What follows belongs to an exercise in optimizing a design on an open flow for small area; a production flow would make more cautious choices.
Only simulation tests tie the RTL to the original design; equivalence was not proved.
No activity file was given, so power comes from the tool's default toggle rates.

File: flow/run.sh
#!/bin/bash
# Own flow: the standard layout, with synthesis mapped for area by ABC.
# Synthesis runs first with flow/synth_area.tcl (the standard flow's synthesis script
# with a different ABC script); standard.sh then runs the remaining steps
# from the synthesized netlist.  Each tool's output goes to its own log.
set -euo pipefail
W=$(pwd)
make -C "$FLOW_HOME" DESIGN_CONFIG="$W/config.mk" WORK_HOME="$W/orfs" CLKGATE_MAP_FILE= \
  SYNTH_SCRIPT="$W/flow/synth_area.tcl" synth > "$W/synth.log" 2>&1
# clock tree: clkbuf_8 leaves over clusters of up to 16 registers, no
# dummy loads
export CTS_ARGS="-sink_clustering_enable -repair_clock_nets -sink_clustering_size 16 -sink_clustering_max_diameter 60 -buf_list sky130_fd_sc_hd__clkbuf_8 -dont_use_dummy_load"
# every port still gets a buffer, the smallest one
export BUFFER_PORTS_ARGS="-buffer_cell sky130_fd_sc_hd__buf_1"
bash "$W/standard.sh" finish > "$W/layout.log" 2>&1
test -s "$W/out/final.def"
File: flow/abc_area.script
strash
balance
rewrite
refactor
balance
rewrite
rewrite -z
balance
refactor -z
rewrite -z
balance
balance
rewrite
refactor
balance
rewrite
rewrite -z
balance
refactor -z
rewrite -z
balance
dch -f
amap
topo
dnsize -c
File: flow/synth_area.tcl
# The standard synthesis script (synth_recipe.tcl), with the ABC step
# mapping for area: same passes, same registers; only the combinational
# mapping script differs.
set area_script [file join [file dirname [file normalize [info script]]] abc_area.script]
proc synth {args} { yosys synth -nofsm -noshare {*}$args }
proc abc {args} {
  global area_script
  set i [lsearch $args -script]
  if {$i >= 0} {
    set args [lreplace $args $i [expr {$i + 1}] -script $area_script]
  }
  yosys abc {*}$args
}
source $::env(SCRIPTS_DIR)/synth.tcl
# left out here: clear keep_hierarchy, flatten, clean up, hide names made inside functions, write 1_2_yosys.v
File: standard.sh
#!/bin/bash
# synth_recipe.tcl (not shown) runs the flow's synth.tcl, then flattens the netlist and writes it again
# the make line also repeats each setting of config.mk as NAME=value (left out here)
make -C /OpenROAD-flow-scripts/flow DESIGN_CONFIG=/design/flow/config.mk WORK_HOME=/design/flow/orfs CLKGATE_MAP_FILE= SYNTH_SCRIPT=/design/flow/synth_recipe.tcl "${@:-finish}"
File: config.mk
export PLATFORM = sky130hd
export DESIGN_NAME = MazeRunner
export DESIGN_NICKNAME = MazeRunner
export VERILOG_FILES = /design/flow/design.v
export SDC_FILE = /design/flow/constraint.sdc
export NUM_CORES = 4
export LEC_CHECK = 0
export CAP_MARGIN = 20
export CORE_MARGIN = 2
export CORE_UTILIZATION = 40
export CTS_BUF_LIST = sky130_fd_sc_hd__clkbuf_8
export CTS_CLUSTER_DIAMETER = 60
export CTS_CLUSTER_SIZE = 16
export PLACE_DENSITY = 0.6
export SLEW_MARGIN = 20
File: constraint.sdc
create_clock -name core_clock -period 10.0 [get_ports {clk}]
set_input_delay 2.0000 -clock core_clock [delete_from_list [all_inputs] [get_ports {clk}]]
set_output_delay 2.0000 -clock core_clock [all_outputs]
set_load 0.01 [all_outputs]
File: design.v
module rst_synch(RST_n,clk,rst_n);
input RST_n;
input clk;
output reg rst_n;
reg dff1;
always_ff @(negedge clk, negedge RST_n)begin
	if(!RST_n) begin
		dff1 <= 0;
		rst_n <= 0;
	end
	else begin
		dff1 <= 1;
		rst_n <= dff1;	
	end
end
endmodule	
module mtr_drv(clk,rst_n,cnt,lft_duty,right_duty,PWML,PWMR,DIRL,DIRR);
  input clk, rst_n;
  input [10:0] cnt;              
  input [11:0] lft_duty, right_duty;
  output logic PWML, PWMR;
  output DIRL, DIRR;
  assign DIRL = lft_duty[11];
  assign DIRR = right_duty[11];
  wire [10:0] abs_l = lft_duty[11] ? ~lft_duty[10:0] : lft_duty[10:0];
  wire [10:0] abs_r = right_duty[11] ? ~right_duty[10:0] : right_duty[10:0];
  wire ge_l, ge_r;
  rca #(11) iCL(.a(cnt),.b(~abs_l),.ci(1'b1),.s(),.co(ge_l));
  rca #(11) iCR(.a(cnt),.b(~abs_r),.ci(1'b1),.s(),.co(ge_r));
  always_ff @(posedge clk, negedge rst_n)
    if (!rst_n) begin
      PWML <= 1'b0;
      PWMR <= 1'b0;
    end else begin
      PWML <= ~ge_l;
      PWMR <= ~ge_r;
    end
endmodule
module IR_intf(clk,rst_n,pcnt,MISO,SS_n,SCLK,MOSI,IR_en,line_present,err_raw,err_vld,err_vld2);
  input clk, rst_n;
  input [10:0] pcnt;             
  input MISO;
  output SS_n, SCLK, MOSI;
  output logic IR_en;
  output logic line_present;
  output logic [10:0] err_raw;   
  output err_vld, err_vld2;      
  wire [3:0] m = pcnt[3:0];
  logic [9:0] fq;
  logic [4:0] fh;
  wire [9:0] fq_inc;
  wire [4:0] fh_inc;
  rca #(10) iFQ(.a(fq),.b(10'h000),.ci(1'b1),.s(fq_inc),.co());
  rca #(5) iFH(.a(fh),.b(5'h00),.ci(1'b1),.s(fh_inc),.co());
  wire round_end = (fh == 5'd27) && (fq == 10'd223);
  wire fq_hi = fq[9] & fq[5];             
  wire frame_end = fq_hi & (fh[0] ? fq[1] : fq[0]);
  always_ff @(posedge clk, negedge rst_n)
    if (!rst_n) begin
      fq <= 10'd68;
      fh <= 5'd28;
    end else if (round_end) begin
      fq <= 10'd68;
      fh <= 5'd28;
    end else if (frame_end) begin
      fq <= 10'd23;
      fh <= fh_inc;
    end else
      fq <= fq_inc;
  wire conv   = ~fh[4];                   
  wire [2:0] chnnl = fh[3:1];
  wire [4:0] bitf = fq[9:5];              
  assign SS_n = ~(conv & ~fq_hi);
  assign SCLK = SS_n | fq[4];
  assign MOSI = ((bitf == 5'd3) & chnnl[2]) | ((bitf == 5'd4) & chnnl[1]) | ((bitf == 5'd5) & chnnl[0]);
  wire u_start  = (fh == 5'd28) && (fq == 10'd68);     
  wire ir_vld   = (fh == 5'd15) && fq_hi && fq[0];        
  wire err_cap  = (fh == 5'd16) && (fq == 10'd30);
  assign err_vld  = (fh == 5'd16) && (fq == 10'd31);
  assign err_vld2 = (fh == 5'd16) && (fq == 10'd32);
  always_ff @(posedge clk, negedge rst_n)
    if (!rst_n)       IR_en <= 1'b0;
    else if (u_start) IR_en <= 1'b1;
    else if (ir_vld)  IR_en <= 1'b0;
  wire smpl = (fq[4:0] == 5'd15);
  logic MISO_smpl;
  always_ff @(posedge clk)
    if (smpl) MISO_smpl <= MISO;
  wire data_frm = conv & fh[0];
  wire data_bit = (bitf >= 5'd5) && (bitf <= 5'd16);
  logic ln_over, ln_ge;
  wire ln_en  = data_frm & data_bit & smpl;
  wire ln_msb = (bitf == 5'd5);
  wire ln_c   = (bitf != 5'd10);           
  wire ln_eq  = ln_msb | ~ln_ge;
  always_ff @(posedge clk) begin
    if (fh[4])
      ln_over <= 1'b0;
    else if (ln_en & ln_eq & ~MISO & ln_c & (chnnl != 3'd7))
      ln_over <= 1'b1;
    if (ln_en & ln_eq)
      ln_ge <= MISO & ~ln_c;
  end
  always_ff @(posedge clk, negedge rst_n)
    if (!rst_n)      line_present <= 1'b0;
    else if (ir_vld) line_present <= ln_over;
  logic [15:0] acc;
  logic cy;
  wire [3:0] pos_sum;
  rca #(4) iPS(.a(m),.b(bitf[3:0]),.ci(1'b0),.s(pos_sum),.co());
  wire inj = data_frm & data_bit & fq[4] & (pos_sum == {2'b00, chnnl[1:0]}) & MISO_smpl;
  wire sub = fh[0] ? ~fh[3] : ~(fh[3] ^ (fh[2:1] == 2'b00));
  wire a   = acc[0];
  wire s   = a ^ inj ^ cy;
  wire ap  = a ^ sub;
  wire co  = (ap & inj) | (ap & cy) | (inj & cy);
  wire clr = fh[4] & fh[3];
  always_ff @(posedge clk) begin
    acc <= {s & ~clr, acc[15:1]};
    cy  <= co & ~clr & (m != 4'd15);
  end
  always_ff @(posedge clk)
    if (err_cap)
      err_raw <= (acc[15] && ~&acc[14:10]) ? 11'h400 :
                 (~acc[15] && |acc[14:10]) ? 11'h3FF : acc[10:0];
endmodule
module rca #(parameter W = 8) (a, b, ci, s, co);
  input [W-1:0] a, b;
  input ci;
  output [W-1:0] s;
  output co;
  wire [W:0] c;
  assign c[0] = ci;
  genvar i;
  generate
    for (i = 0; i < W; i = i + 1) begin : bitn
      assign s[i] = a[i] ^ b[i] ^ c[i];
      assign c[i+1] = (a[i] & b[i]) | (a[i] & c[i]) | (b[i] & c[i]);
    end
  endgenerate
  assign co = c[W];
endmodule
module UART_wrapper(clk,rst_n,clr_cmd_rdy,RX,cmd_rdy,cmd);
  input clk, rst_n;
  input clr_cmd_rdy;
  input RX;
  output logic cmd_rdy;
  output [15:0] cmd;
  logic rx_ff1, rx_ff2;
  always_ff @(posedge clk, negedge rst_n)
    if (!rst_n) begin
      rx_ff1 <= 1'b1;
      rx_ff2 <= 1'b1;
    end else begin
      rx_ff1 <= RX;
      rx_ff2 <= rx_ff1;
    end
  logic [3:0] bit_cnt;
  logic [12:0] baud_lfsr;    
  logic [8:0] shift_reg;
  wire rx_idle = bit_cnt[3] & (bit_cnt[2] | (bit_cnt[1] & bit_cnt[0]));
  wire rdy     = (bit_cnt == 4'd11);
  wire start   = rx_idle & ~rx_ff2;
  wire shift   = &baud_lfsr;
  wire [3:0] bit_inc;
  rca #(4) iBI(.a(bit_cnt),.b(4'h0),.ci(1'b1),.s(bit_inc),.co());
  wire baud_fb = baud_lfsr[12] ^ baud_lfsr[4] ^ baud_lfsr[1] ^ baud_lfsr[0];
  always_ff @(posedge clk, negedge rst_n)
    if (!rst_n)       bit_cnt <= 4'd12;
    else if (rx_idle) bit_cnt <= start ? 4'd0 : 4'd12;
    else if (shift | (bit_cnt == 4'd10)) bit_cnt <= bit_inc;
  always_ff @(posedge clk)
    if (start)         baud_lfsr <= 13'h1535;
    else if (shift)    baud_lfsr <= 13'h0A87;
    else if (!rx_idle) baud_lfsr <= {baud_lfsr[11:0], baud_fb};
  always_ff @(posedge clk)
    if (shift) shift_reg <= {rx_ff2, shift_reg[8:1]};
  logic upper_st;
  logic [7:0] upper_byte;
  always_ff @(posedge clk)
    if (rdy & ~upper_st) upper_byte <= shift_reg[7:0];
  always_ff @(posedge clk, negedge rst_n)
    if (!rst_n)   upper_st <= 1'b0;
    else if (rdy) upper_st <= ~upper_st;
  always_ff @(posedge clk, negedge rst_n)
    if (!rst_n) cmd_rdy <= 1'b0;
    else if (rdy & upper_st) cmd_rdy <= 1'b1;
    else if (clr_cmd_rdy) cmd_rdy <= 1'b0;
  assign cmd = {upper_byte, shift_reg[7:0]};
endmodule
module cmd_proc(clk,rst_n,line_present,BMPL_n,BMPR_n,RX,go,err_opn,buzz);
  input clk, rst_n;
  input line_present;
  input BMPL_n, BMPR_n;
  input RX;
  output logic go;
  output [10:0] err_opn;         
  output buzz;
  logic cmd_rdy;
  logic [15:0] cmd;
  logic cap_cmd;
  UART_wrapper iUART(.clk(clk),.rst_n(rst_n),.clr_cmd_rdy(cap_cmd),.RX(RX),.cmd_rdy(cmd_rdy),.cmd(cmd));
  localparam [2:0] IDLE = 3'd0, LINE_PRESENT = 3'd1, OBSTRUCT = 3'd2, WAIT = 3'd3,
                   EDGE_DETECT = 3'd4, WAIT_SHORT = 3'd5, WAIT_LONG = 3'd6, WAIT_LINE_PRESENT = 3'd7;
  logic [2:0] state, nxt_state;
  logic buzz_en, nxt_cmd, rev1, rev2, veer, clr_opn, clr_tmr;
  logic [15:0] cmd_reg;
  logic last_veer_rght;
  logic [13:0] tmr_lo;
  logic [6:0] tmr_hi;
  logic buzz_q;                  
  wire bump = ~BMPR_n | ~BMPL_n;
  wire [1:0] cmd_2bit = cmd_reg[1:0];
  always_comb begin
    go = 1;
    buzz_en = 0;
    cap_cmd = 0;
    nxt_cmd = 0;
    rev1 = 0;
    rev2 = 0;
    veer = 0;
    clr_opn = 0;
    clr_tmr = 0;
    nxt_state = state;
    case (state)
      IDLE: begin
        go = 0;
        clr_tmr = 1;
        if (cmd_rdy && line_present) begin
          nxt_state = LINE_PRESENT;
          go = 1;
          cap_cmd = 1;
        end
      end
      LINE_PRESENT: begin
        clr_tmr = 1;
        if (~line_present && cmd_2bit == 2'b11) begin
          nxt_state = WAIT_SHORT;
          go = 0;
          rev1 = 1;
        end else if (~line_present && |cmd_2bit) begin
          nxt_state = WAIT_LINE_PRESENT;
          veer = 1;
        end else if (~line_present) begin
          go = 0;
          nxt_state = IDLE;
        end else
          nxt_state = OBSTRUCT;
      end
      OBSTRUCT: begin
        if (bump) begin
          nxt_state = WAIT;
          go = 0;
          buzz_en = 1;
        end else
          nxt_state = LINE_PRESENT;
      end
      WAIT: begin                
        go = 0;
        buzz_en = 1;
        if (tmr_hi[3]) nxt_state = EDGE_DETECT;
      end
      EDGE_DETECT: begin
        go = 0;
        buzz_en = 1;
        if (bump) begin
          nxt_state = LINE_PRESENT;
          go = 1;
        end
      end
      WAIT_SHORT: begin          
        if (tmr_hi[5] & tmr_hi[3]) begin
          nxt_state = WAIT_LONG;
          go = 0;
          rev2 = 1;
          clr_tmr = 1;
        end
      end
      WAIT_LONG: begin           
        if (tmr_hi[6]) begin
          nxt_state = WAIT_LINE_PRESENT;
          clr_opn = 1;
        end
      end
      default: begin             
        if (line_present) begin
          nxt_state = LINE_PRESENT;
          clr_opn = 1;
          nxt_cmd = 1;
        end
      end
    endcase
  end
  always_ff @(posedge clk, negedge rst_n)
    if (!rst_n) state <= IDLE;
    else        state <= nxt_state;
  wire [6:0] tmr_hi_inc;
  wire tmr_wrap = (tmr_lo == 14'h2000);
  wire tmr_fb = tmr_lo[13] ^ tmr_lo[11] ^ tmr_lo[1] ^ tmr_lo[0] ^ ~|tmr_lo[12:0];
  rca #(7) iTI(.a(tmr_hi),.b(7'h00),.ci(tmr_wrap),.s(tmr_hi_inc),.co());
  always_ff @(posedge clk)
    if (clr_tmr) begin
      tmr_lo <= 14'h0000;
      tmr_hi <= 7'h00;
    end else begin
      tmr_lo <= {tmr_lo[12:0], tmr_fb};
      tmr_hi <= tmr_hi_inc;
    end
  always_ff @(posedge clk, negedge rst_n)
    if (!rst_n) buzz_q <= 1'b0;
    else        buzz_q <= buzz_en;
  assign buzz = buzz_q & tmr_hi[0];
  always_ff @(posedge clk)
    if (cap_cmd)      cmd_reg <= cmd;
    else if (nxt_cmd) cmd_reg <= {2'b00, cmd_reg[15:2]};
  always_ff @(posedge clk, negedge rst_n)
    if (!rst_n)       last_veer_rght <= 1'b0;
    else if (nxt_cmd) last_veer_rght <= cmd_reg[0];
  logic opn_neg;
  logic [1:0] opn_mag;
  always_ff @(posedge clk, negedge rst_n)
    if (!rst_n) begin
      opn_neg <= 1'b0;
      opn_mag <= 2'd0;
    end else if (clr_opn) begin
      opn_neg <= 1'b0;
      opn_mag <= 2'd0;
    end else if (veer) begin
      opn_neg <= ~cmd_2bit[0];
      opn_mag <= 2'd1;
    end else if (rev1) begin
      opn_neg <= last_veer_rght;
      opn_mag <= 2'd2;
    end else if (rev2) begin
      opn_neg <= ~last_veer_rght;
      opn_mag <= 2'd3;
    end
  logic [5:0] opn_hi;
  always_comb
    case ({opn_neg, opn_mag})
      3'b0_01: opn_hi = 6'd26;           
      3'b1_01: opn_hi = 6'd38;           
      3'b0_10: opn_hi = 6'd15;           
      3'b1_10: opn_hi = 6'd49;           
      3'b0_11: opn_hi = 6'd28;           
      3'b1_11: opn_hi = 6'd36;           
      default: opn_hi = 6'd0;
    endcase
  assign err_opn = {opn_hi, 5'b00000};
endmodule
module PID(clk,rst_n,err_sat,err_vld,err_vld2,go,line_present,lft_spd,rght_spd);
  input clk, rst_n;
  input [10:0] err_sat;          
  input err_vld;
  input err_vld2;                
  input go;
  input line_present;
  output [11:0] lft_spd, rght_spd;
  logic [10:0] err_current, err_prev;
  logic [7:0]  D_diff_sat, D_diff_sat_piped;
  logic [15:0] integrator;
  logic line_1;
  logic [4:0] frwrd_q;           
  logic go_q;
  logic [11:0] pid_q;
  wire [4:0] frwrd_inc;
  rca #(5) iFI(.a(frwrd_q),.b(5'h00),.ci(1'b1),.s(frwrd_inc),.co());
  wire [4:0] frwrd = ~go_q ? 5'd0 :
                     (err_vld2 && !(frwrd_q[4] & frwrd_q[3])) ? frwrd_inc : frwrd_q;
  wire moving = frwrd[4] | frwrd[3] | (frwrd[2] & (frwrd[1] | frwrd[0]));    
  always_ff @(posedge clk, negedge rst_n)
    if (!rst_n) begin
      frwrd_q <= 5'd0;
      go_q <= 1'b0;
    end else begin
      frwrd_q <= frwrd;
      go_q <= go;
    end
  always_ff @(posedge clk)
    line_1 <= line_present;
  always_ff @(posedge clk)
    if (err_vld) begin
      err_current <= err_sat;
      err_prev <= err_current;
    end
  wire [10:0] D_diff;
  rca #(11) iDD(.a(err_sat),.b(~err_prev),.ci(1'b1),.s(D_diff),.co());
  always_ff @(posedge clk) begin
    D_diff_sat <= (D_diff[10] && (D_diff[9:7] != 3'b111)) ? 8'h80 :
                  (~D_diff[10] && |D_diff[9:7]) ? 8'h7F : D_diff[7:0];
    D_diff_sat_piped <= D_diff_sat;
  end
  wire [15:0] err_ext = {{5{err_current[10]}}, err_current};
  wire [15:0] add_result;
  rca #(16) iIA(.a(err_ext),.b(integrator),.ci(1'b0),.s(add_result),.co());
  wire over = (err_ext[15] == integrator[15]) && (add_result[15] != integrator[15]);
  always_ff @(posedge clk)
    if (~go || ~moving || (line_present & ~line_1))
      integrator <= 16'h0000;
    else if (~over && err_vld2)
      integrator <= add_result;
  wire [14:0] P_term, PI_term, D_term, PID;
  rca #(15) iP(.a({{2{err_sat[10]}}, err_sat, 2'b00}),.b({{3{err_sat[10]}}, err_sat, 1'b0}),.ci(1'b0),.s(P_term),.co());
  rca #(15) iPI(.a(P_term),.b({5'b0, integrator[15:6]}),.ci(1'b0),.s(PI_term),.co());
  rca #(15) iD(.a({D_diff_sat_piped[7], D_diff_sat_piped, 6'b0}),.b(~{{4{D_diff_sat_piped[7]}}, D_diff_sat_piped, 3'b0}),.ci(1'b1),.s(D_term),.co());
  rca #(15) iPID(.a(PI_term),.b(D_term),.ci(1'b0),.s(PID),.co());
  always_ff @(posedge clk, negedge rst_n)
    if (!rst_n)              pid_q <= 12'h000;
    else if (moving && go)   pid_q <= PID[14:3];
    else                     pid_q <= 12'h000;
  wire [11:0] fw = {2'b00, frwrd_q, 5'b00000};
  rca #(12) iL(.a(fw),.b(pid_q),.ci(1'b0),.s(lft_spd),.co());
  rca #(12) iR(.a(fw),.b(~pid_q),.ci(1'b1),.s(rght_spd),.co());
endmodule
module MazeRunner(clk,RST_n,SS_n,MOSI,MISO,SCLK,PWMR,PWML,
                  DIRR,DIRL,IR_EN,BMPL_n,BMPR_n,buzz,
                  buzz_n,RX,LED);
  input clk;             
  input RST_n;           
  output SS_n;           
  output MOSI;           
  output SCLK;           
  input MISO;            
  output PWMR;           
  output PWML;           
  output DIRR;           
  output DIRL;           
  output IR_EN;          
  input BMPL_n;          
  input BMPR_n;          
  output buzz;           
  output buzz_n;
  input RX;              
  output [7:0] LED;      
  wire rst_n;
  wire line_present, err_vld, err_vld2, go;
  wire [10:0] err_raw, err_opn, err_sat;
  wire [11:0] lft_spd, rght_spd;
  rst_synch iRST(.clk(clk),.RST_n(RST_n),.rst_n(rst_n));
  logic [10:0] pcnt;
  wire [10:0] pcnt_inc;
  rca #(11) iPC(.a(pcnt),.b(11'h000),.ci(1'b1),.s(pcnt_inc),.co());
  always_ff @(posedge clk, negedge rst_n)
    if (!rst_n) pcnt <= 11'h000;
    else        pcnt <= pcnt_inc;
  IR_intf iIR(.clk(clk),.rst_n(rst_n),.pcnt(pcnt),.MISO(MISO),.SS_n(SS_n),.SCLK(SCLK),.MOSI(MOSI),
              .IR_en(IR_EN),.line_present(line_present),.err_raw(err_raw),.err_vld(err_vld),.err_vld2(err_vld2));
  cmd_proc icmd(.clk(clk),.rst_n(rst_n),.line_present(line_present),.BMPL_n(BMPL_n),.BMPR_n(BMPR_n),
                .RX(RX),.go(go),.err_opn(err_opn),.buzz(buzz));
  assign buzz_n = ~buzz;
  assign err_sat = line_present ? err_raw : err_opn;
  PID iPID(.clk(clk),.rst_n(rst_n),.err_sat(err_sat),.err_vld(err_vld),.err_vld2(err_vld2),.go(go),
           .line_present(line_present),.lft_spd(lft_spd),.rght_spd(rght_spd));
  mtr_drv imtr(.clk(clk),.rst_n(rst_n),.cnt(pcnt),.lft_duty(lft_spd),.right_duty(rght_spd),
               .PWML(PWML),.PWMR(PWMR),.DIRL(DIRL),.DIRR(DIRR));
  assign LED = 8'h00;
endmodule
==> impl_metrics.yaml, run 1 <==
finish:
  syn_to_final_growth_pct: 8.16
  final_cell_mix: "clkinv_1 (159), nor2_1 (90), dfxtp_1 (85)"
  mostFrequentLayoutCell: "clkinv_1"
  nFillCells: 2461
  drive_above_1_share_pct: 4.54
  num_antenna_cells: 0
  layout.nets: 1121
  finalInstanceArea_mm2: 0.0114
drt:
  drtIter0Drc: 288
  drc: 0
  drt_wl_total_um: 19500
  drt-vias-per-instance: 5.00
  ant_nets: 0
  vias: 6634
  wl_met2_um: 9290
  routed.top_layer: "met4"
  wl_per_cell_um: 14.7
  wl_met3_um: 679
  wl_met1_um: 9120
  firstDrtPassIters: 5
synth:
  synth_cells: 944
  yosysSeqAreaShare_pct: 51.2
  synth_xor_area_share_pct: 0.0830
  mappedNetlistArea_mm2: 0.0106
  synthSimpleGateAreaFrac_pct: 10.3
  yosysWarnings: 7
  async_flop_share_pct: 30.1
  ys_ff_latch: 219
  synth-edff-count: 68
  synthMuxAreaShare_pct: 0
  synth-main-ff-cell: "dfxtp_1"
  synth_top_family_by_area: "adder cells"
  synth-compound-area-share_pct: 12.9
  synthAdderAreaFrac_pct: 19.1
  synth_cell_type_count: 49
  avgSynthCellArea_um2: 11.2
clock_network:
  cts_tree: "yes"
  clkTransAtPathRegs_ps: 70
  post_cts_buffers: 0
  cts_buffer_depth: 3
  cts_root_buffer: "clkbuf_8"
  numClockSinks: 219
  numCtsBuffers: 25
  cts_hold_buf: 0
  cts_resized: 0
  clk_latency_ps: 570
  htreeDepth: 1
floorplanning:
  rows: 59
  io_pins: 24
  die_h_um: 166
  placeableCoreArea_mm2: 0.0260
  start_util_pct: 40.6
  die_area_mm2: 0.0277
  die_x_um: 166
global_routing:
  grtUsageTotal_pct: 14.7
  overflow: 0
  antenna_found_initial: 0
  grt_pass1_wl_um: 33700
  grt_pass1_vias: 6795
  grt_max_degree: 65
sta:
  period_minus_slack_ps: 8440
  clock-skew-final_ps: 63.0
  setup_viol: 0
  max_slew_margin_pct: 30.1
  rsz0062_at_grt: "false"
  slew_violations: 0
  setup-tns-final_ps: 0
  tightestPinTransition_ps: 1040
  finalHoldViolations: 0
  max_freq_mhz: 118
  final.period_utilization_pct: 84.4
placement:
  dpl_cell_area_mm2: 0.0111
  place_congestion: 0.819
  dp_hpwl_um: 14300
  numPortBuffers: 15
critical_path:
  crit_type: "reg -> reg"
  arrival_ps: 8910
  endpoint_kind: "flip-flop"
  cp.required_ps: 10470
  start_kind: "flip-flop"
  worstPathMaxFanout: 15
pwr:
  p_leak_nw: 4.46
  p_int_mw: 1.24
  switching_power_uw: 417
  p_clk_share_pct: 31.2
  powerDensity_mw_per_mm2: 145
  combPwrFrac_pct: 9.3
  p_total_mw: 1.65
  peakVddDrop_mv: 0.107
  swShare_pct: 25.2
  seqPwrFrac_pct: 59.5
worst_hold_path:
  min_path_type: "reg -> reg"
run:
  cap_violations: 0
outcome:
  outcome: "no timing/DRC/antenna violations"
## area by class of cell
class                      instances  area (um^2)  share of cell area, %
multi-input combinational        564         4530                   39.7
tap                              335          419                   3.67
inverter                         159          597                   5.23
timing repair buffer              24          120                   1.05
sequential                       219         5410                   47.4
clock buffer                      25          344                   3.02
## stage by stage
step / cells / setup slack [ps] / util, % / hold WS, ps
floorplan: 951 / 1490 / - / 292
global placement: 1300 / 1690 / 42.6 / 301
detailed placement: 1300 / 1520 / 42.6 / 305
CTS: 1325 / 1470 / 43.9 / 305
global route: 1326 / 1170 / 43.9 / 312
finish: 1326 / 1560 / 43.9 / 304
## Yosys cell counts, types with 2 or more instances
library cell  number  area (um^2)
o21a_1             8         60.1
a2111oi_0          4         35.0
or2_0              7         43.8
and3_1             7         43.8
o32ai_1            2         17.5
dfrtp_1           55         1380
o22ai_1           22          138
dfxtp_1           85         1700
nand3_1           10         50.1
nand4_1            5         31.3
nand2_1           55          206
nor4_1             9         56.3
conb_1             2         7.51
or4_1              3         22.5
fa_1              65         1300
dfstp_2            9          236
nor2_1            90          338
o221ai_1          10         87.6
a222oi_1           2         20.0
o221a_1           22          248
or3_1              4         25.0
o21ai_0           42          210
nor2b_1           21          131
o211ai_1           2         15.0
o22a_1            15          131
a21oi_1           39          195
edfxtp_1          68         2040
a31oi_1            5         31.3
nor3_1            22          110
o31ai_1            3         22.5
dfrtn_1            2         50.1
clkinv_1         159          597
a22oi_1            2         15.0
buf_4              8         60.1
a221oi_1           5         43.8
ha_1              57          713
a211oi_1           6         45.0
## critical path, cell delays in order (launching register included)
cell and delay (ps):
edfxtp_1 400, ha_1 210, fa_1 400, fa_1 460, fa_1 460, fa_1 460, fa_1 460, fa_1 470
fa_1 470, fa_1 460, fa_1 460, fa_1 490, fa_1 470, fa_1 460, fa_1 460, fa_1 470
o21ai_0 300, or2_0 680, o221a_1 310
## worst paths after layout
kind | start | endpoint | slack, ps | cells past startpoint
setup reg to reg | iPID.err_current[0] | iPID.integrator[4] | 1560 | 18
max in group asynchronous | RST_n | iRST.rst_n | 3700 | 1
min in group asynchronous | iRST.rst_n | iIR.fq[0] | 5450 | 1
hold / removal | iRST.dff1 | iRST.rst_n | 300 | 0
setup / recovery | iPID.err_current[0] | iPID.integrator[4] | 1560 | 18
hold reg to reg | iRST.dff1 | iRST.rst_n | 300 | 0
## cell families (layout without fill, tap and decap cells)
group | Yosys count | after routing
AOI/OAI and AO/OA | 195 | 195
xor gates and xnor gates | 1 | 1
other | 2 | 9
and+or+nand+nor | 237 | 237
buffers and inverters | 168 | 208
DFF | 219 | 219
adders and majority gates | 122 | 122
## power by group through the flow
| stage | combinational, mW | clock, mW | sequential (mW) |
|---|---|---|---|
| after CTS | 0.155 | 0.538 | 0.983 |
| after global routing | 0.177 | 0.573 | 0.988 |
| after detailed placement | 0.155 | 0 | 1.00 |
| after global placement | 0.153 | 0 | 1.00 |
| after floorplan | 0.119 | 0 | 0.998 |
| final | 0.154 | 0.516 | 0.983 |
## per-layer routing
metal | global-route usage [%] | vias up
li1 | - | 3343
met1 | 19.8 | 3168
met4 | 3.45 | 0
met2 | 25.2 | 91
met5 | 0 | -
met3 | 2.38 | 32
==> run 2, diff against run 1 <==
--- a/design.v
+++ b/design.v
@@ -385,4 +385,5 @@
     end
-  wire [10:0] D_diff;
-  rca #(11) iDD(.a(err_sat),.b(~err_prev),.ci(1'b1),.s(D_diff),.co());
+  wire [10:0] D_diff_n, D_diff;
+  rca #(11) iDD(.a(~err_sat),.b(err_prev),.ci(1'b0),.s(D_diff_n),.co());
+  assign D_diff = ~D_diff_n;
   always_ff @(posedge clk) begin
@@ -412,3 +413,5 @@
   rca #(12) iL(.a(fw),.b(pid_q),.ci(1'b0),.s(lft_spd),.co());
-  rca #(12) iR(.a(fw),.b(~pid_q),.ci(1'b1),.s(rght_spd),.co());
+  wire [11:0] rght_n;
+  rca #(12) iR(.a(~fw),.b(pid_q),.ci(1'b0),.s(rght_n),.co());
+  assign rght_spd = ~rght_n;
 endmodule
--- a/flow/run.sh
+++ b/flow/run.sh
@@ -1,3 +1,4 @@
 #!/bin/bash
-# Own flow: the standard layout, with synthesis mapped for area by ABC.
+# Own flow: the standard layout, with synthesis mapped for area by ABC
+# (no full-adder cell extraction: ABC maps the adders too).
 # Synthesis runs first with flow/synth_area.tcl (the standard flow's synthesis script
@@ -8,3 +9,3 @@
 make -C "$FLOW_HOME" DESIGN_CONFIG="$W/config.mk" WORK_HOME="$W/orfs" CLKGATE_MAP_FILE= \
-  SYNTH_SCRIPT="$W/flow/synth_area.tcl" synth > "$W/synth.log" 2>&1
+  SYNTH_SCRIPT="$W/flow/synth_area.tcl" ADDER_MAP_FILE= synth > "$W/synth.log" 2>&1
 # clock tree: clkbuf_8 leaves over clusters of up to 16 registers, no
==> flow/abc_area.script (replaced) <==
strash
dc2
dc2
balance
rewrite
refactor
balance
rewrite
rewrite -z
balance
refactor -z
rewrite -z
balance
dch -f
amap
topo
dnsize -c
--- a/config.mk
+++ b/config.mk
@@ -7,3 +7,3 @@
 export LEC_CHECK = 0
-export CAP_MARGIN = 20
+export CAP_MARGIN = 0
 export CORE_MARGIN = 2
@@ -14,2 +14,2 @@
 export PLACE_DENSITY = 0.6
-export SLEW_MARGIN = 20
+export SLEW_MARGIN = 0
==> run 2 against run 1 <==
Utilization decreased by 0.34 points; via count up 26%; first-iteration DRC count grew 65%; power is 15% lower; synthesized cell count up 31%; largest cell class unchanged.
==> impl_metrics.yaml, run 2 <==
synth:
  async_flop_share_pct: 30.1
  synthSimpleGateAreaFrac_pct: 19.3
  netlist.area_leader.share_pct: 19.6
  synth-compound-area-share_pct: 22.7
  yosysSeqAreaShare_pct: 52.0
  ys_top_cells_by_area: "edfxtp_1 (20%), dfxtp_1 (16%), dfrtp_1 (13%)"
  synth_top_cell_by_area: "edfxtp_1"
  yosysWarnings: 7
  synth-main-ff-cell: "dfxtp_1"
  synth_cells: 1240
  avgSynthCellArea_um2: 8.39
  synth_cell_type_count: 52
  synth.most_common_cell: "nor2_1"
  synthMuxAreaShare_pct: 0
  ys_ff_latch: 219
  synth_common_cells: "nor2_1 (288), a21oi_1 (141), clkinv_1 (140)"
  synth_xor_area_share_pct: 0.337
  synthAdderAreaFrac_pct: 0
  synth-edff-count: 68
  mappedNetlistArea_mm2: 0.0104
  synth_top_family_by_area: "compound AO/OA/AOI/OAI gates"
outcome:
  outcome: "no timing/DRC/antenna violations"
drt:
  firstDrtPassIters: 4
  vias: 8368
  ant_nets: 0
  drc: 0
  drt-vias-per-instance: 5.17
  drtIter0Drc: 476
  drt_wl_total_um: 21400
  wl_per_cell_um: 13.2
worst_hold_path:
  min_path_type: "reg -> reg"
run:
  cap_violations: 0
global_routing:
  grtUsageTotal_pct: 15.9
  grt_max_degree: 65
  grt_pass1_wl_um: 35600
  grt_pass1_vias: 7498
  antenna_found_initial: 0
  overflow: 0
critical_path:
  endpoint_kind: "asynchronous set/reset pin"
  r2r_end: "imtr.PWMR"
  cp.required_ps: 5820
  arrival_ps: 2120
  critPathBufInv: 1
  slowest_delay_ps: 120
  cp_top_family: "buffers and inverters"
  timing.rr.start: "iRST.rst_n"
  start_kind: "input pin"
  cp.depth: 1
  r2r_cells: 1
  critPathCapture: "iRST.dff1"
  crit_chain: "buf_1"
  crit_type: "in -> async"
  slowest_stage: "buf_1"
  worstPathMaxFanout: 2
  r2r_setup_slack_ps: 3910
  crit_start: "RST_n"
pwr:
  powerDensity_mw_per_mm2: 125
  peakVddDrop_mv: 0.0964
  p_leak_nw: 3.95
sta:
  rsz0062_at_grt: "false"
  slew_violations: 0
  tightestPinTransition_ps: 1080
  fin_ws_ps: 3700
  setup-tns-final_ps: 0
  clock-skew-final_ps: 80.1
  setup_viol: 0
  finalHoldViolations: 0
  max_slew_margin_pct: 27.7
placement:
  numPortBuffers: 15
  dp_hpwl_um: 15700
  place_ws_ps: 3140
  place_congestion: 0.897
  dpl_cell_area_mm2: 0.0109
clock_network:
  clk_latency_ps: 550
  htreeDepth: 1
  cts_root_buffer: "clkbuf_8"
  cts_resized: 0
  numCtsBuffers: 23
  clkTransAtPathRegs_ps: 60
  numClockSinks: 219
  cts_hold_buf: 0
  cts_tree: "yes"
  post_cts_buffers: 0
  cts_buffer_depth: 3
floorplanning:
  die_x_um: 165
  rows: 59
  die_h_um: 165
  die_area_mm2: 0.0273
  placeableCoreArea_mm2: 0.0258
  start_util_pct: 40.4
  io_pins: 24
finish:
  layout.nets: 1291
  nFillCells: 2527
  drive_above_1_share_pct: 3.27
  seq_area_mm2: 0.00541
  mostFrequentLayoutCell: "nor2_1"
  finalInstanceArea_mm2: 0.0112
  syn_to_final_growth_pct: 7.90
  num_antenna_cells: 0
  final_cell_mix: "nor2_1 (287), a21oi_1 (141), clkinv_1 (140)"
  multiInputGateArea_mm2: 0.00445
-- run 2: how the worst min path moves through the flow --
stage,start,to,slack (ps),cells past startpoint
final,iRST.dff1,iRST.rst_n,310,0
after global routing,iRST.dff1,iRST.rst_n,320,0
after CTS,iRST.dff1,iRST.rst_n,310,0
after detailed placement,iRST.dff1,iRST.rst_n,310,0
after global placement,iRST.dff1,iRST.rst_n,300,0
after floorplan,iRST.dff1,iRST.rst_n,290,0
-- run 2: per-layer routing --
metal / track usage (%) / routed length (um) / vias to the layer above
met2: 26.9 / 10100 / 92
li1: - / - / 4456
met5: 0 / 0 / -
met1: 21.5 / 10200 / 3791
met3: 2.32 / 635 / 29
met4: 3.68 / 425 / 0
-- run 2: report_power, final --
part / switching (mW) / internal (mW) / leakage, nW
Clock: 0.278 / 0.204 / 0.165
Combinational: 0.00726 / 0.000908 / 1.83
Sequential: 0.000601 / 0.915 / 1.96
Total: 0.286 / 1.12 / 3.95
-- run 2: stage by stage --
step | hold slack (ps) | total power [mW] | util (%) | cells
after global placement | 302 | 0.944 | 42.3 | 1595
after CTS | 310 | 1.44 | 43.6 | 1618
after global routing | 325 | 1.47 | 43.6 | 1618
after detailed placement | 309 | 0.944 | 42.3 | 1595
final | 306 | 1.41 | 43.6 | 1618
after floorplan | 292 | 0.943 | - | 1247
-- run 2: kinds of logic after synthesis --
logic type      after synthesis
buf+inv                     149
xor+xnor                      4
other cells                   2
flops                       219
simple gates                475
compound gates              391
-- run 2: area by class of cell --
class,instances,area share [%]
tap,335,3.73
timing repair buffer,22,0.970
multi-input combinational,879,39.6
inverter,140,4.68
sequential,219,48.2
clock buffer,23,2.82
==> run 3, diff against run 2 <==
--- a/config.mk
+++ b/config.mk
@@ -7,3 +7,3 @@
 export LEC_CHECK = 0
-export CAP_MARGIN = 0
+export CAP_MARGIN = 20
 export CORE_MARGIN = 2
@@ -14,2 +14,2 @@
 export PLACE_DENSITY = 0.6
-export SLEW_MARGIN = 0
+export SLEW_MARGIN = 20
==> run 3 against run 2 <==
Clock skew hardly changed; largest power group unchanged; sequential power about the same; synthesized cell count unchanged; largest cell class unchanged; cell area is the same; critical path depth is the same; die area stayed put; hold slack stayed put; final cell count unchanged; non-clock buffer count unchanged; utilization unchanged.
==> impl_metrics.yaml, run 3 <==
outcome:
  outcome: "no timing/DRC/antenna violations"
global_routing:
  grt_pass1_wl_um: 35600
  grtUsageMet3_pct: 2.32
  antenna_found_initial: 0
  use_met1_pct: 21.5
  overflow: 0
  grt_pass1_vias: 7498
  grt_max_degree: 65
  met2_usage_pct: 26.9
  grt-busiest-layer: "met2"
  grtUsageTotal_pct: 15.9
floorplanning:
  die_h_um: 165
  die_x_um: 165
  io_pins: 24
  rows: 59
  start_util_pct: 40.4
  placeableCoreArea_mm2: 0.0258
  die_area_mm2: 0.0273
clock_network:
  numCtsBuffers: 23
  cts_tree: "yes"
  htreeDepth: 1
  post_cts_buffers: 0
  numClockSinks: 219
  cts_resized: 0
  cts_root_buffer: "clkbuf_8"
  cts_hold_buf: 0
  cts_buffer_depth: 3
  clk_latency_ps: 550
  clkTransAtPathRegs_ps: 60
synth:
  synth_cells: 1240
  synth_cell_type_count: 52
  synth-compound-area-share_pct: 22.7
  ys_ff_latch: 219
  ys_top_cells_by_area: "edfxtp_1 (20%), dfxtp_1 (16%), dfrtp_1 (13%)"
  synth_top_family_by_area: "compound AO/OA/AOI/OAI gates"
  synth_xor_area_share_pct: 0.337
  synthMuxAreaShare_pct: 0
  synth-edff-count: 68
  avgSynthCellArea_um2: 8.39
  yosysWarnings: 7
  async_flop_share_pct: 30.1
  mappedNetlistArea_mm2: 0.0104
  synth-main-ff-cell: "dfxtp_1"
  netlist.area_leader.share_pct: 19.6
  yosysSeqAreaShare_pct: 52.0
  synth.most_common_cell: "nor2_1"
  synthAdderAreaFrac_pct: 0
  synth_common_cells: "nor2_1 (288), a21oi_1 (141), clkinv_1 (140)"
  synthSimpleGateAreaFrac_pct: 19.3
  synth_top_cell_by_area: "edfxtp_1"
critical_path:
  endpoint_kind: "asynchronous set/reset pin"
  arrival_ps: 2120
  critPathBufInv: 1
  worstPathMaxFanout: 2
  crit_chain: "buf_1"
  slowest_delay_ps: 120
  slowest_stage: "buf_1"
  cp_top_family: "buffers and inverters"
  start_kind: "input pin"
  crit_type: "in -> async"
  cp.required_ps: 5820
pwr:
  powerDensity_mw_per_mm2: 125
  p_int_mw: 1.12
  p_leak_nw: 3.95
  peakVddDrop_mv: 0.0964
  switching_power_uw: 286
  swShare_pct: 20.3
  p_clk_share_pct: 34.3
  p_total_mw: 1.41
  seqPwrFrac_pct: 65.1
  combPwrFrac_pct: 0.6
placement:
  place_ws_ps: 3140
  place_congestion: 0.897
  numPortBuffers: 15
  dp_hpwl_um: 15700
drt:
  ant_nets: 0
  drc: 0
  firstDrtPassIters: 5
  drt_wl_total_um: 21400
  drt-vias-per-instance: 5.17
  drtIter0Drc: 476
  wl_per_cell_um: 13.2
  vias: 8371
sta:
  setup-tns-final_ps: 0
  slew_violations: 0
  clock-skew-final_ps: 79.7
  finalHoldViolations: 0
  max_slew_margin_pct: 40.3
  rsz0062_at_grt: "false"
  fin_ws_ps: 3700
  setup_viol: 0
  tightestPinTransition_ps: 895
worst_hold_path:
  min_path_type: "reg -> reg"
finish:
  layout.nets: 1291
  utilization_pct: 43.6
  final_cell_mix: "nor2_1 (287), a21oi_1 (141), clkinv_1 (140)"
  syn_to_final_growth_pct: 7.90
  drive_above_1_share_pct: 3.27
  mostFrequentLayoutCell: "nor2_1"
  num_antenna_cells: 0
run:
  cap_violations: 0
-- run 3: cell counts after synthesis --
No cell type changed its count.
-- run 3: power groups by stage --
stage | Clock, mW | Combinational [mW] | Sequential, mW
finish | 0.483 | 0.00816 | 0.916
detailed placement | 0 | 0.00864 | 0.935
CTS | 0.513 | 0.00863 | 0.916
floorplan | 0 | 0.00411 | 0.938
global placement | 0 | 0.00853 | 0.935
global route | 0.541 | 0.00998 | 0.916
-- run 3: path summary, 6_finish.rpt --
| kind | slack (ps) | from | end | cells past startpoint |
|---|---|---|---|---|
| max | 3700 | RST_n | iRST.dff1 | 1 |
| min | 310 | iRST.dff1 | iRST.rst_n | 0 |
| max reg2reg | 3910 | iRST.rst_n | imtr.PWMR | 1 |
| min reg2reg | 310 | iRST.dff1 | iRST.rst_n | 0 |
| max in group core_clock | 3890 | iPID.pid_q[1] | DIRR | 19 |
| min in group asynchronous | 5460 | iRST.rst_n | icmd.buzz_q | 1 |
-- run 3: kinds of logic after synthesis --
group,Yosys count
xor+xnor,4
flops,219
other cells,2
buf+inv,149
compound gates,391
simple gates,475
-- run 3: layout make-up --
| cell class | count | area (um^2) |
|---|---|---|
| fill | 2527 | 14500 |
| multi-input combinational | 879 | 4450 |
| timing repair buffer | 22 | 109 |
| inverter | 140 | 526 |
| clock buffer | 23 | 317 |
| tap | 335 | 419 |
| sequential | 219 | 5410 |
-- run 3: layer usage --
metal	share of wire, %	wire length [um]
met1	48	10200
met2	47	10100
met3	3.0	650
met4	2.0	427
met5	0	0
-- run 3: per-stage QoR --
stage / hold slack (ps) / cells / area, um^2
2_1_floorplan: 292 / 1247 / 10400
3_3_place_gp: 302 / 1595 / 10900
3_5_place_dp: 309 / 1595 / 10900
4_1_cts: 310 / 1618 / 11200
5_1_grt: 325 / 1618 / 11200
6_report: 306 / 1618 / 11200
==> run 4, diff against run 3 <==
--- a/config.mk
+++ b/config.mk
@@ -9,3 +9,3 @@
 export CORE_MARGIN = 2
-export CORE_UTILIZATION = 40
+export CORE_UTILIZATION = 65
 export CTS_BUF_LIST = sky130_fd_sc_hd__clkbuf_8
@@ -13,3 +13,3 @@
 export CTS_CLUSTER_SIZE = 16
-export PLACE_DENSITY = 0.6
+export PLACE_DENSITY = 0.75
 export SLEW_MARGIN = 20
==> run 4 against run 3 <==
Global-route usage is 8.5 points higher; register-to-register slack got worse by 130 ps; largest cell class unchanged; hold slack lost 18 ps; clock skew is 37 ps lower; highest routed layer unchanged; utilization grew 26 points; clock power is 13% lower; final cell count shrank 7.5%.
==> impl_metrics.yaml, run 4 <==
clock_network:
  cts_root_buffer: "clkbuf_8"
  htreeDepth: 1
  clkTransAtPathRegs_ps: 70
  cts_hold_buf: 0
  numCtsBuffers: 18
  clk_latency_ps: 510
  cts_resized: 0
  numClockSinks: 219
  post_cts_buffers: 0
  cts_buffer_depth: 3
  cts_tree: "yes"
critical_path:
  slowest_stage: "buf_1"
  critPathBufInv: 1
  cp_top_family: "buffers and inverters"
  start_kind: "input pin"
  arrival_ps: 2110
  worstPathMaxFanout: 2
  endpoint_kind: "asynchronous set/reset pin"
  crit_chain: "buf_1"
  slowest_delay_ps: 110
  crit_type: "in -> async"
  cp.required_ps: 5780
synth:
  synth-edff-count: 68
  synth_top_family_by_area: "compound AO/OA/AOI/OAI gates"
  synthAdderAreaFrac_pct: 0
  synth-main-ff-cell: "dfxtp_1"
  avgSynthCellArea_um2: 8.39
  netlist.area_leader.share_pct: 19.6
  ys_top_cells_by_area: "edfxtp_1 (20%), dfxtp_1 (16%), dfrtp_1 (13%)"
  synth.most_common_cell: "nor2_1"
  synth_top_cell_by_area: "edfxtp_1"
  mappedNetlistArea_mm2: 0.0104
  yosysSeqAreaShare_pct: 52.0
  synthSimpleGateAreaFrac_pct: 19.3
  async_flop_share_pct: 30.1
  ys_ff_latch: 219
  synth_cell_type_count: 52
  synthMuxAreaShare_pct: 0
  synth_cells: 1240
  yosysWarnings: 7
  synth_xor_area_share_pct: 0.337
  synth_common_cells: "nor2_1 (288), a21oi_1 (141), clkinv_1 (140)"
  synth-compound-area-share_pct: 22.7
pwr:
  peakVddDrop_mv: 0.140
  p_leak_nw: 3.93
  p_total_mw: 1.34
  powerDensity_mw_per_mm2: 122
drt:
  vias: 8439
  drc: 0
  drt-vias-per-instance: 5.64
  wl_met1_um: 9690
  wl_per_cell_um: 13.6
  wl_met3_um: 725
  firstDrtPassIters: 5
  drtIter0Drc: 599
  ant_nets: 0
  drt_wl_total_um: 20400
  routed.top_layer: "met4"
  wl_met2_um: 9750
floorplanning:
  start_util_pct: 66.0
  placeableCoreArea_mm2: 0.0158
  rows: 46
  die_h_um: 131
  die_area_mm2: 0.0170
  io_pins: 24
  die_x_um: 131
finish:
  drive_above_1_share_pct: 3.05
  final_cell_mix: "nor2_1 (287), a21oi_1 (141), clkinv_1 (140)"
  num_antenna_cells: 0
  layout.nets: 1288
  syn_to_final_growth_pct: 6.06
  mostFrequentLayoutCell: "nor2_1"
  utilization_pct: 70.0
placement:
  place_congestion: 0.917
  dp_hpwl_um: 15000
  numPortBuffers: 15
worst_hold_path:
  min_path_type: "reg -> reg"
sta:
  max_slew_margin_pct: 38.7
  clock-skew-final_ps: 42.5
  rsz0062_at_grt: "false"
  setup-tns-final_ps: 0
  setup_viol: 0
  tightestPinTransition_ps: 911
  slew_violations: 0
  finalHoldViolations: 0
global_routing:
  grt_max_degree: 38
  overflow: 0
  grtUsageTotal_pct: 24.4
  grt_pass1_vias: 7430
  grt_pass1_wl_um: 34100
  antenna_found_initial: 0
outcome:
  outcome: "no timing/DRC/antenna violations"
run:
  cap_violations: 0
-- run 4: report_power, final --
group	leakage [nW]	switching [mW]	internal, mW
clock network	0.129	0.258	0.162
registers	1.96	0.00185	0.915
logic	1.85	0.00621	0.00144
total	3.93	0.266	1.08
-- run 4: area by class of cell --
class	instances	area, um^2
multi-input cells	879	4450
fillers	1269	4730
well taps	216	270
flip-flops and latches	219	5410
repair buffers	24	135
inverters	140	526
clock buffers	18	248
-- run 4: cell families (layout without fill, tap and decap cells) --
group	after synthesis	in the layout
AOI/OAI and AO/OA	391	391
xor gates and xnor gates	4	4
buffers and inverters	149	182
DFF	219	219
other	2	9
and+or+nand+nor	475	475
-- run 4: final timing paths --
| path | startpoint | end | slack [ps] | cells past startpoint |
|---|---|---|---|---|
| max | RST_n | iRST.dff1 | 3670 | 1 |
| min | iRST.dff1 | iRST.rst_n | 290 | 0 |
| max reg2reg | iRST.rst_n | pcnt[8] | 3780 | 1 |
| min reg2reg | iRST.dff1 | iRST.rst_n | 290 | 0 |
| max in group core_clock | iPID.pid_q[1] | DIRR | 3870 | 19 |
| min in group asynchronous | iRST.rst_n | iIR.fq[1] | 5290 | 0 |
-- run 4: layer usage --
layer  GRT usage [%]  up-vias
met5               0        -
met4            4.76        0
met3            3.01       19
met2            42.2      145
met1            33.6     3828
li1                -     4447
-- run 4: stage by stage --
step | setup slack [ps] | hold WS (ps) | instances | cell area, um^2
after floorplan | 2970 | 292 | 1247 | 10400
after global placement | 3170 | 303 | 1476 | 10800
after detailed placement | 3150 | 295 | 1477 | 10800
after CTS | 3290 | 289 | 1495 | 11000
after global routing | 3170 | 303 | 1496 | 11000
final | 3670 | 288 | 1496 | 11000
==> run 5, diff against run 4 <==
--- a/flow/run.sh
+++ b/flow/run.sh
@@ -12,3 +12,3 @@
 # dummy loads
-export CTS_ARGS="-sink_clustering_enable -repair_clock_nets -sink_clustering_size 16 -sink_clustering_max_diameter 60 -buf_list sky130_fd_sc_hd__clkbuf_8 -dont_use_dummy_load"
+export CTS_ARGS="-sink_clustering_enable -repair_clock_nets -sink_clustering_size 20 -sink_clustering_max_diameter 60 -buf_list sky130_fd_sc_hd__clkbuf_8 -dont_use_dummy_load"
 # every port still gets a buffer, the smallest one
--- a/config.mk
+++ b/config.mk
@@ -9,3 +9,3 @@
 export CORE_MARGIN = 2
-export CORE_UTILIZATION = 65
+export CORE_UTILIZATION = 40
 export CTS_BUF_LIST = sky130_fd_sc_hd__clkbuf_8
@@ -13,3 +13,3 @@
 export CTS_CLUSTER_SIZE = 16
-export PLACE_DENSITY = 0.75
+export PLACE_DENSITY = 0.6
 export SLEW_MARGIN = 20
==> run 5 against run 4 <==
Wire length increased by 4.7%; via count shrank 0.56%; clock power grew 13%; global-route usage decreased by 8.5 points.
==> impl_metrics.yaml, run 5 <==
floorplanning:
  io_pins: 24
  placeableCoreArea_mm2: 0.0258
  die_area_mm2: 0.0273
  start_util_pct: 40.4
  rows: 59
  die_x_um: 165
  die_h_um: 165
drt:
  drc: 0
  drt_wl_total_um: 21300
  ant_nets: 0
  vias: 8392
  drtIter0Drc: 491
  drt-vias-per-instance: 5.19
  wl_per_cell_um: 13.2
  firstDrtPassIters: 5
synth:
  synth_common_cells: "nor2_1 (288), a21oi_1 (141), clkinv_1 (140)"
  synth_cell_type_count: 52
  ys_top_cells_by_area: "edfxtp_1 (20%), dfxtp_1 (16%), dfrtp_1 (13%)"
  synth.most_common_cell: "nor2_1"
  synth_cells: 1240
  yosysWarnings: 7
  async_flop_share_pct: 30.1
  ys_ff_latch: 219
  netlist.area_leader.share_pct: 19.6
  yosysSeqAreaShare_pct: 52.0
  synth-main-ff-cell: "dfxtp_1"
  synth_top_cell_by_area: "edfxtp_1"
  avgSynthCellArea_um2: 8.39
  synth-edff-count: 68
  mappedNetlistArea_mm2: 0.0104
critical_path:
  crit_type: "in -> async"
  slowest_delay_ps: 120
  crit_chain: "buf_1"
  cp_top_family: "buffers and inverters"
  slowest_stage: "buf_1"
  arrival_ps: 2120
  cp.required_ps: 5830
  start_kind: "input pin"
  r2r_setup_slack_ps: 3900
  critPathBufInv: 1
  endpoint_kind: "asynchronous set/reset pin"
  worstPathMaxFanout: 2
sta:
  finalHoldViolations: 0
  tightestPinTransition_ps: 897
  setup_viol: 0
  slew_violations: 0
  max_slew_margin_pct: 40.2
  setup-tns-final_ps: 0
  clock-skew-final_ps: 76.7
  rsz0062_at_grt: "false"
finish:
  final_cell_mix: "nor2_1 (287), a21oi_1 (141), clkinv_1 (140)"
  nFillCells: 2526
  mostFrequentLayoutCell: "nor2_1"
  layout.nets: 1290
  multiInputGateArea_mm2: 0.00445
  drive_above_1_share_pct: 3.20
  num_antenna_cells: 0
  seq_area_mm2: 0.00541
  syn_to_final_growth_pct: 7.77
clock_network:
  cts_tree: "yes"
  clk_latency_ps: 560
  cts_root_buffer: "clkbuf_8"
  numCtsBuffers: 22
  numClockSinks: 219
  htreeDepth: 1
  cts_resized: 0
  post_cts_buffers: 0
  clkTransAtPathRegs_ps: 70
  cts_hold_buf: 0
  cts_buffer_depth: 3
pwr:
  switching_power_uw: 287
  p_clk_share_pct: 33.9
  p_int_mw: 1.11
  powerDensity_mw_per_mm2: 125
  combPwrFrac_pct: 0.6
  peakVddDrop_mv: 0.126
  seqPwrFrac_pct: 65.5
  swShare_pct: 20.5
  p_total_mw: 1.40
  p_leak_nw: 3.95
placement:
  numPortBuffers: 15
  place_congestion: 0.897
  dp_hpwl_um: 15700
global_routing:
  grt_pass1_vias: 7497
  antenna_found_initial: 0
  grt_pass1_wl_um: 35700
  overflow: 0
  grt_max_degree: 65
  grtUsageTotal_pct: 15.9
outcome:
  outcome: "no timing/DRC/antenna violations"
worst_hold_path:
  min_path_type: "reg -> reg"
run:
  cap_violations: 0
run 5: cell counts after synthesis:
Identical to the previous run, type by type.
run 5: layout make-up:
type,instances,area share [%]
Clock buffer,22,2.70
Multi-Input combinational cell,879,39.7
Timing Repair Buffer,22,0.971
Tap cell,335,3.74
Sequential cell,219,48.2
Inverter,140,4.69
run 5: per-layer routing:
layer | routed length, um | part of all wire, % | global-route usage [%] | vias up
met5 | 0 | 0 | 0 | -
met3 | 678 | 3.2 | 2.32 | 30
met4 | 466 | 2.2 | 3.64 | 0
met1 | 10200 | 48 | 21.6 | 3804
li1 | - | - | - | 4460
met2 | 10100 | 47 | 26.9 | 98
run 5: path summary, 6_finish.rpt:
check	cells past startpoint	endpoint	from
setup / recovery	1	iRST.dff1	RST_n
hold / removal	0	iRST.rst_n	iRST.dff1
setup reg to reg	1	imtr.PWMR	iRST.rst_n
hold reg to reg	0	iRST.rst_n	iRST.dff1
max in group core_clock	19	DIRR	iPID.pid_q[1]
min in group asynchronous	1	icmd.buzz_q	iRST.rst_n
run 5: per-stage QoR:
stage | setup WS, ps | util [%] | area, um^2 | hold slack [ps] | std cells
floorplan | 2970 | - | 10400 | 292 | 1247
global placement | 3160 | 42.3 | 10900 | 302 | 1595
detailed placement | 3140 | 42.3 | 10900 | 309 | 1595
CTS | 3730 | 43.5 | 11200 | 310 | 1617
global route | 3060 | 43.5 | 11200 | 325 | 1617
finish | 3710 | 43.5 | 11200 | 299 | 1617
run 5: cell families (layout without fill, tap and decap cells):
logic type	Yosys count	count (layout)	share of synthesized area, %
other	2	9	0.0722
AND/OR/NAND/NOR	475	475	19.3
buffers and inverters	149	184	5.66
XOR/XNOR	4	4	0.337
AO/OA/AOI/OAI	391	391	22.7
flip-flops	219	219	52.0
run 5: power by group through the flow:
stage               sequential, mW  clock [mW]  combinational (mW)
global placement             0.935           0             0.00853
CTS                          0.916       0.503             0.00863
global route                 0.916       0.531             0.00998
detailed placement           0.935           0             0.00864
finish                       0.916       0.475             0.00814
floorplan                    0.938           0             0.00411
==> run 6, diff against run 5 <==
--- a/design.v
+++ b/design.v
@@ -69,2 +69,5 @@
       fq <= fq_inc;
+  logic sclk_q;
+  always_ff @(posedge clk)
+    sclk_q <= round_end | frame_end | fh[4] | (fq_inc[9] & fq_inc[5]) | fq_inc[4];
   wire conv   = ~fh[4];                   
@@ -73,3 +76,3 @@
   assign SS_n = ~(conv & ~fq_hi);
-  assign SCLK = SS_n | fq[4];
+  assign SCLK = sclk_q;
   assign MOSI = ((bitf == 5'd3) & chnnl[2]) | ((bitf == 5'd4) & chnnl[1]) | ((bitf == 5'd5) & chnnl[0]);
@@ -371,9 +374,6 @@
   always_ff @(posedge clk, negedge rst_n)
-    if (!rst_n) begin
-      frwrd_q <= 5'd0;
-      go_q <= 1'b0;
-    end else begin
-      frwrd_q <= frwrd;
-      go_q <= go;
-    end
+    if (!rst_n) frwrd_q <= 5'd0;
+    else        frwrd_q <= frwrd;
+  always_ff @(posedge clk)
+    go_q <= go;
   always_ff @(posedge clk)
--- a/flow/run.sh
+++ b/flow/run.sh
@@ -12,3 +12,3 @@
 # dummy loads
-export CTS_ARGS="-sink_clustering_enable -repair_clock_nets -sink_clustering_size 20 -sink_clustering_max_diameter 60 -buf_list sky130_fd_sc_hd__clkbuf_8 -dont_use_dummy_load"
+export CTS_ARGS="-sink_clustering_enable -repair_clock_nets -sink_clustering_size 16 -sink_clustering_max_diameter 60 -buf_list sky130_fd_sc_hd__clkbuf_8 -dont_use_dummy_load"
 # every port still gets a buffer, the smallest one
--- a/config.mk
+++ b/config.mk
@@ -9,3 +9,3 @@
 export CORE_MARGIN = 2
-export CORE_UTILIZATION = 40
+export CORE_UTILIZATION = 80
 export CTS_BUF_LIST = sky130_fd_sc_hd__clkbuf_8
@@ -13,3 +13,3 @@
 export CTS_CLUSTER_SIZE = 16
-export PLACE_DENSITY = 0.6
+export PLACE_DENSITY = 0.85
 export SLEW_MARGIN = 20
==> run 6 against run 5 <==
Final cell count is 9.1% lower; sequential power about the same; sequential cell count increased by 1; die area down 49%; highest routed layer unchanged; area after synthesis up 0.76%.
==> impl_metrics.yaml, run 6 <==
pwr:
  powerDensity_mw_per_mm2: 124
  p_total_mw: 1.36
  p_leak_nw: 3.97
  peakVddDrop_mv: 0.122
floorplanning:
  start_util_pct: 82.4
  io_pins: 24
  placeableCoreArea_mm2: 0.0127
  die_area_mm2: 0.0140
  die_h_um: 118
  die_x_um: 118
  rows: 41
critical_path:
  slowest_delay_ps: 680
  crit_type: "reg -> reg"
  worstPathMaxFanout: 14
  cp.required_ps: 10430
  slowest_stage: "dfrtp_1"
  path_common_cell: "nor2_1"
  endpoint_kind: "flip-flop"
  arrival_ps: 7080
  start_kind: "flip-flop"
placement:
  place_ws_ps: 3160
  dp_hpwl_um: 17400
  numPortBuffers: 15
  dp.cells: 1452
  dpl_cell_area_mm2: 0.0108
  place_congestion: 0.946
finish:
  syn_to_final_growth_pct: 5.29
  drive_above_1_share_pct: 2.77
  mostFrequentLayoutCell: "nor2_1"
  multiInputGateArea_mm2: 0.00446
  finalNonFillerCells: 1470
  finalInstanceArea_mm2: 0.0110
  seq_area_mm2: 0.00542
  utilization_pct: 86.8
  num_antenna_cells: 0
  layout.nets: 1306
  final_cell_mix: "nor2_1 (290), clkinv_1 (157), a21oi_1 (145)"
  nFillCells: 723
sta:
  rsz0062_at_grt: "false"
  max_freq_mhz: 151
  finalHoldViolations: 0
  setup-tns-final_ps: 0
  whs_ps: 303
  period_minus_slack_ps: 6640
  max_slew_margin_pct: 43.2
  clock-skew-final_ps: 40.6
  fin_ws_ps: 3360
  tightestPinTransition_ps: 844
  setup_viol: 0
  slew_violations: 0
  final.period_utilization_pct: 66.4
clock_network:
  cts_resized: 0
  cts_root_buffer: "clkbuf_8"
  numClockSinks: 220
  cts_hold_buf: 0
  post_cts_buffers: 0
  clk_latency_ps: 520
  cts_tree: "yes"
  htreeDepth: 1
  cts_buffer_depth: 3
  numCtsBuffers: 18
  clkTransAtPathRegs_ps: 120
global_routing:
  grt_pass1_wl_um: 42100
  antenna_found_initial: 0
  grt_max_degree: 64
  grt_pass1_vias: 9125
  overflow: 0
  grtUsageTotal_pct: 36.4
synth:
  async_flop_share_pct: 29.5
  ys_top_cells_by_area: "edfxtp_1 (19%), dfxtp_1 (17%), dfrtp_1 (13%)"
  synth_top_cell_by_area: "edfxtp_1"
  synth_cell_type_count: 52
  synth.most_common_cell: "nor2_1"
  mappedNetlistArea_mm2: 0.0105
  synth_common_cells: "nor2_1 (291), clkinv_1 (157), a21oi_1 (145)"
  yosysWarnings: 7
  netlist.area_leader.share_pct: 19.5
  avgSynthCellArea_um2: 8.31
  ys_ff_latch: 220
  yosysSeqAreaShare_pct: 51.7
  synth-main-ff-cell: "dfxtp_1"
  synth_cells: 1261
  synth-edff-count: 68
run:
  cap_violations: 0
drt:
  wl_per_cell_um: 17.1
  ant_nets: 0
  drtIter0Drc: 1035
  drt_wl_total_um: 25100
  firstDrtPassIters: 8
  drc: 0
  drt-vias-per-instance: 6.42
  vias: 9436
outcome:
  outcome: "no timing/DRC/antenna violations"
worst_hold_path:
  min_path_type: "reg -> reg"
==> run 6: cell count changes after synthesis, moves of 3 or more <==
cell       before  now
a21oi_1       141  145
clkinv_1      140  157
nand3_1         8    5
nor2_1        288  291
nor2b_1        25   20
nor3_1         24   20
nor4_1         14    5
o2111ai_1       0    4
o21a_1         15   11
o21ai_0        99  110
==> run 6: path summary, 6_finish.rpt <==
| path | startpoint | end | slack [ps] | cells past startpoint |
|---|---|---|---|---|
| max in group asynchronous | RST_n | iRST.dff1 | 3680 | 1 |
| min in group asynchronous | iRST.rst_n | iIR.line_present | 5470 | 1 |
| max reg2reg | iIR.line_present | iPID.pid_q[11] | 3360 | 30 |
| min | iRST.dff1 | iRST.rst_n | 300 | 0 |
| max | iIR.line_present | iPID.pid_q[11] | 3360 | 30 |
| min reg2reg | iRST.dff1 | iRST.rst_n | 300 | 0 |
==> run 6: critical path: cells and delay by family (launching register included) <==
kind / cells / cell delay [ps]
AO/OA/AOI/OAI: 13 / 2830
AND/OR/NAND/NOR: 15 / 2310
flip-flops: 1 / 680
buffers and inverters: 2 / 730
==> run 6: where the power goes <==
| part | total (mW) | switching, mW | internal (mW) |
|---|---|---|---|
| clock network | 0.435 | 0.273 | 0.162 |
| logic | 0.00927 | 0.00809 | 0.00118 |
| registers | 0.919 | 0.000501 | 0.919 |
| total | 1.36 | 0.281 | 1.08 |
==> run 6: area by class of cell <==
cell class              instances  share of cell area [%]
well taps                     172                    1.95
flip-flops and latches        220                    49.1
clock buffers                  18                    2.24
multi-input cells             882                    40.4
inverters                     157                    5.34
repair buffers                 21                   0.918
==> run 6: routing by layer <==
metal / vias up / global-route usage (%) / part of all wire, %
li1: 4496 / - / -
met3: 104 / 4.92 / 8.3
met5: - / 0 / 0
met1: 4334 / 47.0 / 40
met4: 0 / 15.1 / 4.3
met2: 502 / 62.3 / 48
==> run 6: cell families after synthesis <==
group | after synthesis | synth area share, %
other | 2 | 0.0716
AO/OA/AOI/OAI | 410 | 23.6
AND/OR/NAND/NOR | 461 | 18.2
XOR/XNOR | 2 | 0.167
buffers and inverters | 166 | 6.23
flip-flops | 220 | 51.7
